This design comes from an exercise in tuning for small area, a short achievable clock period and few clock cycles per item on the open sky130 flow, not from production work. RTL that was checked went through simulation tests only; none was proved equivalent to the original. No activity file was given, so power comes from the tool's default toggle rates.

==> onyx: inputs <==
==> flow/design.v (excerpt) <==
module mp_adder (
    input  wire         iAddSub,
    input  wire         iClk,
    input  wire         iRst,
    input  wire         iStart,
    input  wire [511:0] iOpA,
    input  wire [511:0] iOpB,
    output wire [512:0] oRes,
    output wire         oDone);
Settings: LEC_CHECK=0, ABC_AREA=1, CAP_MARGIN=20, CORE_AREA=10 10 550 550, DIE_AREA=0 0 560 560, SLEW_MARGIN=20; clock period 5.0 ns.
run.sh (not shown) runs the stock make flow with config.mk's settings and CLKGATE_MAP_FILE= SYNTH_SCRIPT=/design/flow/synth_recipe.tcl, a recipe that flattens the netlist after the stock synthesis.
==> inputs of tundra, as changes to onyx <==
==> flow/flow/run.sh (new file) <==
#!/bin/bash
# Standard ORFS layout (the standard.sh), with the port buffers that
# buffer_ports inserts on every input and output made buf_1 cells instead of
# the cell it picks by default; the resizer still sizes them as timing needs.
set -euo pipefail
export BUFFER_PORTS_ARGS="-buffer_cell sky130_fd_sc_hd__buf_1"
bash standard.sh > standard_flow.log 2>&1
==> flow/standard.sh (new file) <==
#!/bin/bash
# synth_recipe.tcl (not shown) runs the flow's synth.tcl, then flattens the netlist and writes it again
# the make line also repeats each setting of config.mk as NAME=value (left out here)
make -C /OpenROAD-flow-scripts/flow DESIGN_CONFIG=/design/flow/config.mk WORK_HOME=/design/flow/orfs CLKGATE_MAP_FILE= SYNTH_SCRIPT=/design/flow/synth_recipe.tcl "${@:-finish}"
--- a/flow/config.mk
+++ b/flow/config.mk
@@ -9,4 +9,5 @@
 export CAP_MARGIN = 20
 export CORE_AREA = 10 10 550 550
 export DIE_AREA = 0 0 560 560
+export SETUP_SLACK_MARGIN = 1.5
 export SLEW_MARGIN = 20
removed: flow/run.sh
==> qor summary <==
metric                                                                    onyx      tundra
Sw frac                                                                  53.6%       57.1%
Register fraction of the total cell area                                 4.31%       3.90%
Antenna violations before repair                                           188         196
Transition at the pin with the smallest max-transition slack          0.846 ns    0.909 ns
Area taken by multi-input logic gates                                31000 um2   39800 um2
Sequential-cell power consumption                                      1.48 mW     1.52 mW
Power per unit of standard cell area                                270 nW/um2  265 nW/um2
Setup crit end                                                       oRes[295]   oRes[459]
Run status                                    no timing/DRC/antenna violations  no timing/DRC/antenna violations
Hold wc startpoint                                                      iStart        iRst
Clock slew seen by the registers of the worst setup and hold paths     0.07 ns     0.08 ns
Total global routing track utilization                                   19.4%       20.7%
Tightest hold margin                                                  0.962 ns    0.575 ns
Final clock-cell share                                                   1.18%       1.08%
First-pass GRT wire length                                           415000 um   442000 um
Half-perimeter wire length after detailed placement                  292000 um   292000 um
Power dissipated in combinational cells                                13.1 mW     14.4 mW
Number of buffers inserted by post-CTS setup repair                          0         284
Post-layout instance count excluding filler cells                        12200       12700
Ant. Diodes                                                                 93         117
Total met2 wirelength after detailed routing                         148000 um   159000 um
Biggest fanout along the worst timing path                                   4           3
Testbench counts of onyx, summed over its fixed seeds: cycles 768, items 384.
Testbench counts of tundra, summed over its fixed seeds: cycles 768, items 384.

* * *

==> inputs of 10-02 <==
mp_adder, a different RTL version from the one above (not shown whole).
clock: 5.0 ns
lec_check: 0
cap_margin: 20
core_area: 10 10 550 550
die_area: 0 0 560 560
gpl_timing_driven: 0
slew_margin: 20
synth_hierarchical: 1
standard.sh (not shown) runs the stock make flow with config.mk's settings and CLKGATE_MAP_FILE= SYNTH_SCRIPT=/design/flow/synth_recipe.tcl, a recipe that flattens the netlist after the stock synthesis.
==> flow/flow/run.sh <==
#!/bin/bash
# Standard ORFS layout (the standard.sh) with three changes to how it is done:
# - buffer_ports gives every input and output port a buf_1 cell (the resizer
#   still sizes them as timing needs) instead of the cell it picks by default;
# - the ports are placed in bit order round the die edge, each bit's
#   iOpA/iOpB/oRes side by side (flow/pinorder.tcl, before place_pins);
# - before the resize step's repair_design, high-fanout nets get buffer trees
#   built from their sinks' locations (flow/pre_resize.tcl, flow/tree.tcl).
set -euo pipefail
export BUFFER_PORTS_ARGS="-buffer_cell sky130_fd_sc_hd__buf_1"
export PRE_IO_PLACEMENT_TCL="$(pwd)/flow/pinorder.tcl"
export PRE_RESIZE_TCL="$(pwd)/flow/pre_resize.tcl"
bash standard.sh > standard_flow.log 2>&1
==> flow/flow/pinorder.tcl <==
# Place the ports in bit order around the die: bit i's iOpA[i], iOpB[i] and
# oRes[i] sit next to each other, bits 0..511 go round the die edge (bottom
# left to right, right edge upwards, top right to left, left edge downwards),
# and the control ports fill the gap between bit 511 and bit 0.
proc po_slots {} {
  set block [ord::get_db_block]
  set die [$block getDieArea]
  set dbu [$block getDbUnitsPerMicron]
  set W [expr {[$die xMax] / double($dbu)}]
  set H [expr {[$die yMax] / double($dbu)}]
  set m 10.0
  set slots {}
  # bottom: met2 tracks x = 0.23 + 0.46k, two tracks apart
  for {set x [expr {0.23 + 0.46 * ceil(($m - 0.23) / 0.46)}]} {$x <= $W - $m} {set x [expr {$x + 0.92}]} {
    lappend slots [list met2 $x 0.0]
  }
  # right: met3 tracks y = 0.34 + 0.68k
  for {set y [expr {0.34 + 0.68 * ceil(($m - 0.34) / 0.68)}]} {$y <= $H - $m} {set y [expr {$y + 1.36}]} {
    lappend slots [list met3 $W $y]
  }
  # top, right to left
  set top {}
  for {set x [expr {0.23 + 0.46 * ceil(($m - 0.23) / 0.46)}]} {$x <= $W - $m} {set x [expr {$x + 0.92}]} {
    lappend top [list met2 $x $H]
  }
  set slots [concat $slots [lreverse $top]]
  # left, top to bottom
  set left {}
  for {set y [expr {0.34 + 0.68 * ceil(($m - 0.34) / 0.68)}]} {$y <= $H - $m} {set y [expr {$y + 1.36}]} {
    lappend left [list met3 0.0 $y]
  }
  return [concat $slots [lreverse $left]]
}

proc po_place {name slot} {
  lassign $slot layer x y
  if {$layer == "met2"} { set sz {0.14 0.485} } else { set sz {0.8 0.3} }
  place_pin -pin_name $name -layer $layer -location [list $x $y] -pin_size $sz -force_to_die_boundary
}

proc po_all {} {
  set slots [po_slots]
  set ns [llength $slots]
  set ctrl {iClk iRst iStart iAddSub oDone oRes[512]}
  # bits spread evenly over the ring, leaving room for the control ports at the end
  set nbits 512
  set used [expr {3 * $nbits + [llength $ctrl]}]
  if {$used > $ns} { error "pinorder: $used ports but only $ns slots" }
  set step [expr {double($ns - [llength $ctrl]) / $nbits}]
  for {set i 0} {$i < $nbits} {incr i} {
    set s [expr {int(floor($i * $step))}]
    po_place "iOpA\[$i\]" [lindex $slots $s]
    po_place "iOpB\[$i\]" [lindex $slots [expr {$s + 1}]]
    po_place "oRes\[$i\]" [lindex $slots [expr {$s + 2}]]
  }
  set s [expr {$ns - [llength $ctrl]}]
  foreach c $ctrl {
    po_place $c [lindex $slots $s]
    incr s
  }
  puts "pinorder: placed [expr {3 * $nbits + [llength $ctrl]}] ports on $ns slots"
}
po_all
Other scripts of this flow, unchanged in this note and not shown: flow/flow/pre_resize.tcl, flow/flow/tree.tcl
==> 11-06 (differences from 10-02) <==
Settings changed: CORE_AREA 10 10 550 550 to 10 10 490 490, DIE_AREA 0 0 560 560 to 0 0 500 500, SETUP_SLACK_MARGIN set to 0.5.
==> 08-27 (differences from 10-02) <==
==> flow/flow/run.sh (replaced) <==
#!/bin/bash
# Standard ORFS layout (the standard.sh) with two changes to how it is done:
# - buffer_ports gives every input and output port a buf_1 cell (the resizer
#   still sizes them as timing needs) instead of the cell it picks by default;
# - before the resize step's repair_design, high-fanout nets get buffer trees
#   built from their sinks' locations (flow/pre_resize.tcl, flow/tree.tcl).
set -euo pipefail
export BUFFER_PORTS_ARGS="-buffer_cell sky130_fd_sc_hd__buf_1"
export PRE_RESIZE_TCL="$(pwd)/flow/pre_resize.tcl"
bash standard.sh > standard_flow.log 2>&1
Settings changed: SETUP_SLACK_MARGIN set to 0.3.
removed: flow/flow/pinorder.tcl
==> impl_metrics.json <==
{
  "outcome": "no timing/DRC/antenna violations",
  "rsz0062_at_grt": "false",
  "area_growth_pct": 39.2,
  "route.met2.wl_um": 54800,
  "crit_cells": 20,
  "clk_pin_slew_ps": 80,
  "clock.fmax_mhz": 209,
  "dr.max_layer_used": "met4",
  "finalPower_mw": 10.1,
  "placed_cells": 9622,
  "crit_path_end": "rCout",
  "die_h_um": 560,
  "critPathMaxStageDelay_ps": 310,
  "finalCriticalPeriod_ps": 4770,
  "crit_slowest_cell": "a21o_2",
  "dr.pass1.iters": 4,
  "powerClk_mw": 1.78
}
The numbers above come from 10-02.

==> impl_metrics.json <==
{
  "area_growth_pct": 42.1,
  "crit_slowest_cell": "xor2_1",
  "outcome": "no timing/DRC/antenna violations",
  "dr.pass1.iters": 5,
  "finalCriticalPeriod_ps": 4710,
  "crit_path_end": "oRes[407]",
  "crit_cells": 12,
  "critPathMaxStageDelay_ps": 490,
  "finalPower_mw": 13.9,
  "clk_pin_slew_ps": 70,
  "route.met2.wl_um": 141000
}
The numbers above come from 08-27.

==> impl_metrics.json <==
{
  "critPathMaxStageDelay_ps": 260,
  "placed_cells": 8748,
  "crit_slowest_cell": "a21o_4",
  "p_comb_mw": 7.04,
  "dr.pass1.iters": 7,
  "path_delay_family": "compound AO/OA/AOI/OAI gates",
  "rsz0062_at_grt": "false",
  "clk_pin_slew_ps": 80,
  "route.met2.wl_um": 54600,
  "dr.max_layer_used": "met4",
  "outcome": "no timing/DRC/antenna violations",
  "area_growth_pct": 35.9,
  "cap_viol_max_count": 0,
  "finalPower_mw": 10.1,
  "finalCriticalPeriod_ps": 4430
}
The numbers above come from 11-06.

Testbench counts of 10-02, summed over its fixed seeds: cycles 768, items 384.
Testbench counts of 11-06, summed over its fixed seeds: cycles 768, items 384.
Testbench counts of 08-27, summed over its fixed seeds: cycles 768, items 384.

* * *

==> inputs of 11-12 <==
Another version of the RTL of mp_adder (not shown whole).
clock: 5.0 ns
lec_check: 0
cap_margin: 20
core_area: 10 10 550 550
die_area: 0 0 560 560
gpl_timing_driven: 0
slew_margin: 20
synth_hierarchical: 1
==> flow/flow/run.sh <==
#!/bin/bash
# Standard ORFS layout (the standard.sh) with three changes to how it is done:
# - buffer_ports gives every input and output port a buf_1 cell (the resizer
#   still sizes them as timing needs) instead of the cell it picks by default;
# - the ports are placed in bit order round the die edge, each bit's
#   iOpA/iOpB/oRes side by side (flow/pinorder.tcl, before place_pins);
# - before the resize step's repair_design, high-fanout nets get buffer trees
#   built from their sinks' locations (flow/pre_resize.tcl, flow/tree.tcl).
set -euo pipefail
export BUFFER_PORTS_ARGS="-buffer_cell sky130_fd_sc_hd__buf_1"
export PRE_IO_PLACEMENT_TCL="$(pwd)/flow/pinorder.tcl"
export PRE_RESIZE_TCL="$(pwd)/flow/pre_resize.tcl"
bash standard.sh > standard_flow.log 2>&1
Other scripts of this flow, unchanged in this note and not shown: flow/flow/pinorder.tcl, flow/flow/pre_resize.tcl, flow/flow/tree.tcl
==> 06-08: changes against 11-12 <==
--- a/flow/config.mk
+++ b/flow/config.mk
@@ -11,2 +11,3 @@
 export GPL_TIMING_DRIVEN = 0
+export SETUP_SLACK_MARGIN = 0.5
 export SLEW_MARGIN = 20
==> notes <==
Area after synthesis is the same in 06-08 and 11-12.
Of 06-08 and 11-12, 06-08 has the higher worst hold slack (gap 0.0060 ns).
Fmax: 11-12 is smaller than 06-08 (6.6%).
In count of clock-buffer cells in the layout, 11-12 and 06-08 do not differ.
Of 06-08 and 11-12, 06-08 has the higher worst setup slack (gap 0.31 ns).
Routed wire length: 11-12 is lower than 06-08 (2.8%).
Against 06-08, the final cell count of 11-12 is lower by 0.48%.
Against 11-12, the first-iteration DRC count of 06-08 is lower by about 9%.
Global-route usage: 06-08 is higher than 11-12 (0.11 points).
Against 06-08, the sequential share of layout area of 11-12 is higher by 0.20 points.
==> figures <==
Result of the run: 06-08 no timing/DRC/antenna violations; 11-12 no timing/DRC/antenna violations
Finished Core Util: 06-08 15.9%; 11-12 15.4%
Detailed-routed wire length on met3: 06-08 5.98 mm; 11-12 6.05 mm
Hold WS: 06-08 0.642 ns; 11-12 0.636 ns
Number of cells in the finished layout apart from fillers: 06-08 9905; 11-12 9857
Final total power: 06-08 11000 uW; 11-12 10700 uW
Arr. time, crit path: 06-08 4.92 ns; 11-12 5.18 ns
Number of instances resized during post-cts repair: 06-08 131; 11-12 50
Area occupied by multi-input gates: 06-08 0.0301 mm^2; 11-12 0.0290 mm^2
Fraction of layout instances using a drive strength above 1: 06-08 17.8%; 11-12 14.9%
Part of the power in registers: 06-08 12.9%; 11-12 13.2%
Number of global-route vias before repair: 06-08 34800; 11-12 34700
Final estimated routing congestion in global placement: 06-08 0.757; 11-12 0.760
Post-Layout Inst Area: 06-08 0.0462 mm^2; 11-12 0.0446 mm^2
Capturing element of the worst setup path: 06-08 rC[126]$_DFF_P_; 11-12 rC[127]$_DFF_P_
Worst relative slew slack: 06-08 60.2%; 11-12 59.9%
DP Area: 06-08 0.0431 mm^2; 11-12 0.0429 mm^2
Largest stage delay, worst path: 06-08 0.29 ns; 11-12 0.34 ns
Total stage count of the critical path: 06-08 20; 11-12 25
Total of plain and repair buffers excluding clock buffers: 06-08 1688; 11-12 1640
Wl on met1: 06-08 41.6 mm; 11-12 40.8 mm
Internal: 06-08 5300 uW; 11-12 5140 uW
No run of this note included a check of the RTL's function; only the layout flow was run.

==> what the ideal ports hide <==
In the flow no input, the clock included, has a driving cell. The finished layouts below were timed again as built, in two steps. Step 1 assumes that a clkbuf_16 drives the clock port and a buf_2 every other input. Step 2 adds t to the input delays and takes it off the output delays; t is the mean of the earliest and latest rising clock arrival at the registers after step 1. Input paths then give back, and output paths get back, about the clock's delay inside the block. Slacks: no drivers / after step 1 / after step 2; pairs: no drivers / after step 1.
| run | t (ns) | slack for setup (ns) | hold slack, ns | worst setup path after step 2 | worst slew at a driven data input, ns |
|---|---|---|---|---|---|
| onyx | 0.641 | 0.200 / 0.090 / -0.043 | 0.962 / 0.906 / 1.547 | input to register | 0.44 |
| tundra | 0.649 | 1.014 / 0.971 / 0.752 | 0.575 / 0.530 / 1.179 | input to register | 0.48 |
| 10-02 | 0.645 | 0.225 / 0.289 / -0.356 | 0.637 / 0.576 / 1.221 | input to register | 0.05 |
| 11-06 | 0.595 | 0.565 / 0.609 / 0.014 | 0.683 / 0.624 / 1.219 | input to register | 0.06 |
| 08-27 | 0.644 | 0.295 / 0.241 / -0.327 | 0.669 / 0.621 / 1.265 | input to register | 0.51 |
| 11-12 | 0.651 | 0.260 / 0.308 / -0.343 | 0.636 / 0.569 / 1.220 | input to register | 0.06 |
| 06-08 | 0.652 | 0.573 / 0.585 / -0.041 | 0.642 / 0.573 / 1.225 | input to register | 0.06 |
Met with ideal ports but missed after step 2: setup timing in 5 of these runs. The setup slack of 08-27, which loses most, moves by -0.054 ns with the drivers and by -0.622 ns with both steps.
